What follows belongs to an exercise in optimizing a design on an open flow for small area and a short achievable clock period; a production flow would make more cautious choices. Only simulation tests tie the RTL to the original design; equivalence was not proved. Power is estimated from default activity; no workload was simulated.

old:
==> module sub_array, before the edit <==
module sub_array (
    input  wire         clk,
    input  wire         rst,
    input  wire [1:0]   dataflow_sel,
    input  wire         stationary_sel,
    input  wire [63:0]  array_ifmap_in,
    input  wire [63:0]  array_weight_in,
    input  wire [127:0] array_psum_in_v,
    input  wire [127:0] array_psum_in_h,
    output wire [63:0]  array_ifmap_out,
    output wire [63:0]  array_weight_out,
    output wire [127:0] psum_s,          
    output wire [27:0]  psum_g,          
    output wire [127:0] array_psum_out_h
);
    wire m_os  = (dataflow_sel == 2'b10);
    wire m_clr = (dataflow_sel == 2'b11);
    wire m_mac = ~dataflow_sel[1];
    wire ld_x0 = (dataflow_sel == 2'b00);
    reg [2:0] v0, v2;
    reg       lbv;
    reg [2:1] pv;
    wire [3:0] v0i = {v0[2:0], 1'b1};    
    wire [3:0] v2i = {v2[2:0], 1'b1};    
    wire lbv_n = lbv | stationary_sel;
    always @(posedge clk or posedge rst) begin
        if (rst) begin
            v0 <= 3'd0;
            v2 <= 3'd0;
            lbv <= 1'b0;
            pv <= 2'd0;
        end else begin
            v0 <= {3{m_os}} & v0i[2:0];
            v2 <= {3{~m_clr}} & v2i[2:0];
            lbv <= lbv_n;
            pv <= {2{m_mac}} & {pv[1], 1'b1};
        end
    end
    reg  [255:0] d0;             
    reg  [255:0] d2;             
    reg  [255:0] lb;             
    wire [255:0] x0, x2;         
    wire [255:0] lbn;            
    reg  [63:0]  o0;             
    reg  [63:0]  o2;             
    always @(posedge clk) begin
        d0 <= x0;
        d2 <= x2;
        lb <= lbn;
    end
    always @(posedge clk or posedge rst) begin
        if (rst) begin
            o0 <= 64'd0;
            o2 <= 64'd0;
        end else begin
            o0 <= {x0[16*(4*(3)+(3)) +: 16], x0[16*(4*(2)+(3)) +: 16], x0[16*(4*(1)+(3)) +: 16], x0[16*(4*(0)+(3)) +: 16]} & {64{m_os & v0[2]}};
            o2 <= {x2[16*(4*(3)+(3)) +: 16], x2[16*(4*(3)+(2)) +: 16], x2[16*(4*(3)+(1)) +: 16], x2[16*(4*(3)+(0)) +: 16]} & {64{~m_clr & v2[2]}};
        end
    end
    wire sum_ok   = m_mac & lbv;
    wire sel_keep = sum_ok & ~stationary_sel;
    wire sel_load = sum_ok & stationary_sel;
    wire sel_lb   = ~sum_ok;
    genvar r, c;
    generate
        for (r = 0; r < 4; r = r + 1) begin: row
            for (c = 0; c < 4; c = c + 1) begin: col
                if (c == 0) begin: w0
                    assign x0[16*(4*(r)+(c)) +: 16] = array_ifmap_in[16*r +: 16];
                end else begin: wn
                    assign x0[16*(4*(r)+(c)) +: 16] = d0[16*(4*(r)+(c-1)) +: 16];
                end
                if (r == 0) begin: n0
                    assign x2[16*(4*(r)+(c)) +: 16] = array_weight_in[16*c +: 16];
                end else begin: nn
                    assign x2[16*(4*(r)+(c)) +: 16] = d2[16*(4*(r-1)+(c)) +: 16];
                end
                wire ld_zero = ld_x0 ? ~v0i[c] : ~v2i[r];
                assign lbn[16*(4*(r)+(c)) +: 16] = stationary_sel ?
                    ((ld_x0 ? x0[16*(4*(r)+(c)) +: 16] : x2[16*(4*(r)+(c)) +: 16]) & {16{~ld_zero}}) :
                    lb[16*(4*(r)+(c)) +: 16];
            end
        end
        for (c = 0; c < 4; c = c + 1) begin: pcol
            reg  [15:0] a1;              
            reg  [16:0] a2;              
            reg  [17:0] s3;              
            reg  [31:0] pd1, pd2, pd3;   
            reg  [31:0] os;              
            reg  [6:0]  og;              
            wire [16:0] a2n = a1 + lb[16*(4*(1)+(c)) +: 16];
            wire [17:0] s3n = a2 + lb[16*(4*(2)+(c)) +: 16];
            wire [15:0] x0_3 = x0[16*(4*(3)+(c)) +: 16] & {16{v0i[c]}};
            wire [15:0] x2_3 = x2[16*(4*(3)+(c)) +: 16] & {16{v2[2]}};
            wire [17:0] s_keep = s3n + {2'b0, lb[16*(4*(3)+(c)) +: 16]};
            wire [17:0] s_load = s3n + {2'b0, ld_x0 ? x0_3 : x2_3};
            wire [17:0] s3m = ({18{sel_keep}} & s_keep) | ({18{sel_load}} & s_load) |
                              ({18{sel_lb}} & {2'b0, lbn[16*(4*(3)+(c)) +: 16]});
            wire s3_ok = ~m_clr & v2[1] & lbv_n;
            wire [31:0] ms;
            wire [6:0]  mg;
            mac_cs u_mac (.a(d2[16*(4*(2)+(c)) +: 16]), .b(s3), .p(pd3), .s(ms), .g(mg));
            always @(posedge clk) begin
                a1  <= lb[16*(4*(0)+(c)) +: 16] & {16{sum_ok}};
                a2  <= a2n & {17{sum_ok}};
                s3  <= s3m & {18{s3_ok}};
                pd1 <= array_psum_in_v[32*c +: 32];
                pd2 <= pd1;
                pd3 <= pd2 & {32{m_mac & pv[2]}};
            end
            always @(posedge clk or posedge rst) begin
                if (rst) begin
                    os <= 32'd0;
                    og <= 7'd0;
                end else begin
                    os <= ms & {32{m_mac}};
                    og <= mg & {7{m_mac}};
                end
            end
            assign psum_s[32*c +: 32] = os;
            assign psum_g[7*c +: 7] = og;
            assign array_weight_out[16*c +: 16] = o2[16*c +: 16];
        end
        for (r = 0; r < 4; r = r + 1) begin: orow
            assign array_ifmap_out[16*r +: 16] = o0[16*r +: 16];
        end
    endgenerate
    assign array_psum_out_h = array_psum_in_h;
endmodule
export LEC_CHECK = 0
export CAP_MARGIN = 20
export CORE_MARGIN = 2
export CORE_UTILIZATION = 60
export PLACE_DENSITY = 0.68
export SLEW_MARGIN = 20
export SYNTH_HIERARCHICAL = 1
create_clock -name core_clock -period 10.0 [get_ports {clk}]
standard.sh (not shown) runs the stock make flow with config.mk's settings and CLKGATE_MAP_FILE= SYNTH_SCRIPT=/design/flow/synth_recipe.tcl, a recipe that flattens the netlist after the stock synthesis.
==> flow/flow/run.sh <==
#!/bin/bash
# The standard layout, with changes made through ORFS's own variables only:
# clock tree synthesis without dummy loads, port buffers of cell buf_2, and
# timing repair aiming at a 5.0 ns setup margin. Each tool's output is kept
# in the ORFS logs under orfs/logs; make's own output goes to
# make_finish.log here.
set -euo pipefail
export CTS_ARGS="-sink_clustering_enable -repair_clock_nets -dont_use_dummy_load"
export BUFFER_PORTS_ARGS="-buffer_cell sky130_fd_sc_hd__buf_2"
export SETUP_SLACK_MARGIN=5.0
bash standard.sh finish > make_finish.log 2>&1
Modified inputs, new compared to old
diff --git a/flow/design.v b/flow/design.v
--- a/flow/design.v
+++ b/flow/design.v
@@ -965,7 +965,4 @@
     end
     wire sum_ok   = m_mac & lbv;
-    wire sel_keep = sum_ok & ~stationary_sel;
-    wire sel_load = sum_ok & stationary_sel;
-    wire sel_lb   = ~sum_ok;
     genvar r, c;
     generate
@@ -997,10 +994,5 @@
             wire [16:0] a2n = a1 + lb[16*(4*(1)+(c)) +: 16];
             wire [17:0] s3n = a2 + lb[16*(4*(2)+(c)) +: 16];
-            wire [15:0] x0_3 = x0[16*(4*(3)+(c)) +: 16] & {16{v0i[c]}};
-            wire [15:0] x2_3 = x2[16*(4*(3)+(c)) +: 16] & {16{v2[2]}};
-            wire [17:0] s_keep = s3n + {2'b0, lb[16*(4*(3)+(c)) +: 16]};
-            wire [17:0] s_load = s3n + {2'b0, ld_x0 ? x0_3 : x2_3};
-            wire [17:0] s3m = ({18{sel_keep}} & s_keep) | ({18{sel_load}} & s_load) |
-                              ({18{sel_lb}} & {2'b0, lbn[16*(4*(3)+(c)) +: 16]});
+            wire [17:0] s3m = (s3n & {18{sum_ok}}) + {2'b0, lbn[16*(4*(3)+(c)) +: 16]};
             wire s3_ok = ~m_clr & v2[1] & lbv_n;
             wire [31:0] ms;
## What came out
new reports its critical path capture point as u_array.pcol[1].s3[17] while old reports array_psum_out_v[126].
Start-to-end type of the worst setup path = primary input to register: new; start-to-end type of the worst setup path = register to output pin: old
Sort old and new by portion of total power attributed to the clock network desc -> top: old
Per the comparison of new with old, worst setup slack went down; tap cell count lower; critical path depth now sits higher; maximum fanout along the worst path climbed 31; number of combinational gates with multiple inputs -545.

-- separate check: timing with driven ports --
The flow's constraints put no driver on any port. The routed layouts listed below were extracted and timed again, unchanged, in two steps.
Step 1 assumes that a clkbuf_16 drives the clock port and a buf_2 every other input.
Step 2 moves the port delays by t, midway between the first and last clock arrival at a register: inputs arrive t later, outputs are due t later. That takes back most of the time a late clock gives input paths.
Three values: ideal, step 1, step 2; two values: the first two.
run | t (ns) | setup slack, ns | slew at the worst register clock pin (ns)
old | 0.869 | 5.115 / 5.027 / 4.254 | 0.07 / 0.07
new | 0.843 | 5.050 / 4.965 / 4.123 | 0.06 / 0.06
After both steps setup and hold are still met in every run listed. The setup slack of new, which loses most, moves by -0.085 ns with the drivers and by -0.927 ns with both steps.
